Source: an optimization exercise on an open RTL-to-GDS flow (aim: small area, a short achievable clock period and few clock cycles). Production flows keep margins and buffers that such runs may drop. Only simulation tests tie the RTL to the original design; equivalence was not proved. Power figures rest on the tool's default switching activity, not on a simulated workload.

==> module minimax, before the edit <==
module minimax(
   opt, move,
   grid, column_counts, player, sw, clk
);
input [83:0] grid;
input [20:0] column_counts;
input player;
input sw;
input clk;
output [6:0] opt;
output move;
reg [41:0] t, ts;
reg [6:0]  vld;                  
reg [6:0]  stv;                  
integer c, r, j;
always @(*) begin
  for (c = 0; c < 7; c = c + 1) begin
    vld[c] = !(column_counts[3*c + 2] && column_counts[3*c + 1]);
    stv[c] = !column_counts[3*c + 2] || !(column_counts[3*c + 1] || column_counts[3*c]);
    for (r = 0; r < 6; r = r + 1) begin
      t[6*c + r]  = column_counts[3*c +: 3] == r;
      ts[6*c + r] = r > 0 && column_counts[3*c +: 3] == r - 1;
    end
  end
end
wire [6:0]  a4, n4, s4;
wire [20:0] a3, n3, s3;
score     score_a (.grid(grid), .t(t),  .f4(a4), .f3(a3));
score_opp score_n (.grid(grid), .t(t),  .f4(n4), .f3(n3));
score_stk score_s (.grid(grid), .t(ts), .f4(s4), .f3(s3));
function [6:0] therm;
  input [2:0] v;
  begin
    therm[0] = v[2] | v[1] | v[0];
    therm[1] = v[2] | v[1];
    therm[2] = v[2] | v[1] & v[0];
    therm[3] = v[2];
    therm[4] = v[2] & (v[1] | v[0]);
    therm[5] = v[2] & v[1];
    therm[6] = v[2] & v[1] & v[0];
  end
endfunction
function [2:0] untherm;
  input [6:0] m;
  begin
    untherm[2] = m[3];
    untherm[1] = m[1] & ~m[3] | m[5];
    untherm[0] = m[0] & ~m[1] | m[2] & ~m[3] | m[4] & ~m[5] | m[6];
  end
endfunction
function gt6;
  input [5:0] a, b;
  integer i;
  begin
    gt6 = 1'b0;
    for (i = 0; i < 6; i = i + 1)
      gt6 = (a[i] & ~b[i]) | (~(a[i] ^ b[i]) & gt6);
  end
endfunction
function [1:0] rank;              
  input integer k;
  rank = (k == 3) ? 2'd3 : (k == 2 || k == 4) ? 2'd2 : (k == 1 || k == 5) ? 2'd1 : 2'd0;
endfunction
function [6:0] pos;
  input integer k;
  input [2:0] h;
  case (h)
    3'd0: pos = 13 - 2*k;
    3'd1: pos = 27 - 2*k;
    3'd2: pos = 41 - 2*k;
    3'd3: pos = 55 - 2*k;
    3'd4: pos = 69 - 2*k;
    default: pos = 83 - 2*k;
  endcase
endfunction
reg [7:0] nt [0:6];              
reg [7:0] st [0:6];
reg [7:0] g01, g23, g45, g456, g0123;
reg [7:0] mt;
reg [3:0] d;
reg [5:0] key [0:6];
always @(*) begin
  for (c = 0; c < 7; c = c + 1) begin
    nt[c] = vld[c] ? {n4[c], therm(n3[3*c +: 3])} : 8'd0;
    st[c] = stv[c] ? {s4[c], therm(s3[3*c +: 3])} : 8'd0;
  end
  g01 = nt[0] | nt[1];  g23 = nt[2] | nt[3];  g45 = nt[4] | nt[5];
  g456 = g45 | nt[6];   g0123 = g01 | g23;
  for (c = 0; c < 7; c = c + 1) begin
    case (c)
      0: mt = nt[1] | g23 | g456;
      1: mt = nt[0] | g23 | g456;
      2: mt = g01 | nt[3] | g456;
      3: mt = g01 | nt[2] | g456;
      4: mt = g0123 | nt[5] | nt[6];
      5: mt = g0123 | nt[4] | nt[6];
      default: mt = g0123 | g45;
    endcase
    mt = mt | st[c];
    d = {1'b0, a3[3*c +: 3]} + {1'b0, ~untherm(mt[6:0])};
    key[c] = a4[c] ? 6'b10_0000 : mt[7] ? 6'b00_0000 : {2'b01, d};
  end
end
reg [6:0] win;
reg [6:0] best;
reg       g;
always @(*) begin
  win = vld;
  for (c = 0; c < 7; c = c + 1)
    for (j = c + 1; j < 7; j = j + 1) begin
      g = gt6(key[c], key[j]) | (key[c] == key[j] && key[c][4] && rank(c) > rank(j));
      if (vld[c] &&  g) win[j] = 1'b0;
      if (vld[j] && !g) win[c] = 1'b0;
    end
  best = (vld == 7'd0) ? 7'd1 : 7'd0;
  for (c = 0; c < 7; c = c + 1)
    if (win[c]) best = best | pos(c, column_counts[3*c +: 3]);
end
wire req = player & sw;
reg  busy;
reg  move_r;
reg  [6:0] opt_r;
assign move = move_r;
assign opt  = opt_r;
always @(posedge clk) begin
  if (!req) begin
    busy   <= 1'b0;
    move_r <= 1'b0;
  end else if (!busy) begin
    busy   <= 1'b1;
    move_r <= 1'b1;
    opt_r  <= best;
  end else begin
    move_r <= 1'b0;
  end
end
endmodule
export LEC_CHECK = 0
export ABC_AREA = 1
export CAP_MARGIN = 20
export CORE_MARGIN = 2
export CORE_UTILIZATION = 50
export SLEW_MARGIN = 20
create_clock -name core_clock -period 11.0 [get_ports {clk}]
standard.sh (not shown) runs the stock make flow with config.mk's settings and CLKGATE_MAP_FILE= SYNTH_SCRIPT=/design/flow/synth_recipe.tcl, a recipe that flattens the netlist after the stock synthesis.
==> flow/flow/run.sh <==
#!/bin/bash
# Layout flow: the standard flow (standard.sh), with these changes:
#  - synthesis leaves adders as plain gates for abc instead of mapping them to
#    the platform's full/half adder cells (ADDER_MAP_FILE empty), which gives a
#    much shallower netlist for this design's bit counts and comparisons;
#  - every port still gets its own buffer, but a plain buf_2 rather than the
#    slow clkdlybuf4s50_1 that buffer_ports picks by default;
set -o pipefail
cp standard.sh standard_sh.log
export ADDER_MAP_FILE=
export BUFFER_PORTS_ARGS="-buffer_cell sky130_fd_sc_hd__buf_2"
SETUP_SLACK_MARGIN=3.8 bash standard.sh cts > standard_to_cts.log 2>&1 || exit 1
SETUP_SLACK_MARGIN=3.3 bash standard.sh finish > standard.log 2>&1
Testbench counts at the start, summed over its fixed seeds: cycles 960.
==> next run, changes <==
--- a/flow/design.v
+++ b/flow/design.v
@@ -1149,16 +1149,9 @@
 reg  [6:0] opt_r;
 assign move = move_r;
 assign opt  = opt_r;
 always @(posedge clk) begin
-  if (!req) begin
-    busy   <= 1'b0;
-    move_r <= 1'b0;
-  end else if (!busy) begin
-    busy   <= 1'b1;
-    move_r <= 1'b1;
-    opt_r  <= best;
-  end else begin
-    move_r <= 1'b0;
-  end
+  opt_r  <= best;
+  busy   <= req;
+  move_r <= req & !busy;
 end
 endmodule
Result: Final cell count climbs by 1.5%. Non-clock buffer count drops by 2. Register-to-register slack gains 0.94 ns. Power drops by 0.50%. Combinational power stays flat. Core utilization drops by 0.35 points. Synthesized cell count climbs by 2.1%. Final area is about the same.
Testbench counts after the change, summed over its fixed seeds: cycles 960.

## port drivers added, routing unchanged
No port has a modelled driver above. Below, the same layouts with a new extraction and two added sets of constraints.
Step 1 assumes that a clkbuf_16 drives the clock port and a buf_2 every other input.
Step 2 adds t to the input delays and takes it off the output delays; t is the mean of the earliest and latest rising clock arrival at the registers after step 1. Input paths then give back, and output paths get back, about the clock's delay inside the block.
Three values: ideal, step 1, step 2; two values: the first two.
| run | t (ns) | setup WS [ns] | worst setup path after step 2 | clock arrival spread, ns | pins driven straight from the clock port |
|---|---|---|---|---|---|
| the first run | 0.281 | 3.486 / 3.492 / 3.211 | input to register | 0.009 / 0.009 | 1 |
| the second run | 0.280 | 3.432 / 3.446 / 3.166 | input to register | 0.003 / 0.004 | 1 |
After both steps setup and hold are still met in every run listed. The setup slack of the first run, which loses most, moves by +0.006 ns with the drivers and by -0.275 ns with both steps.
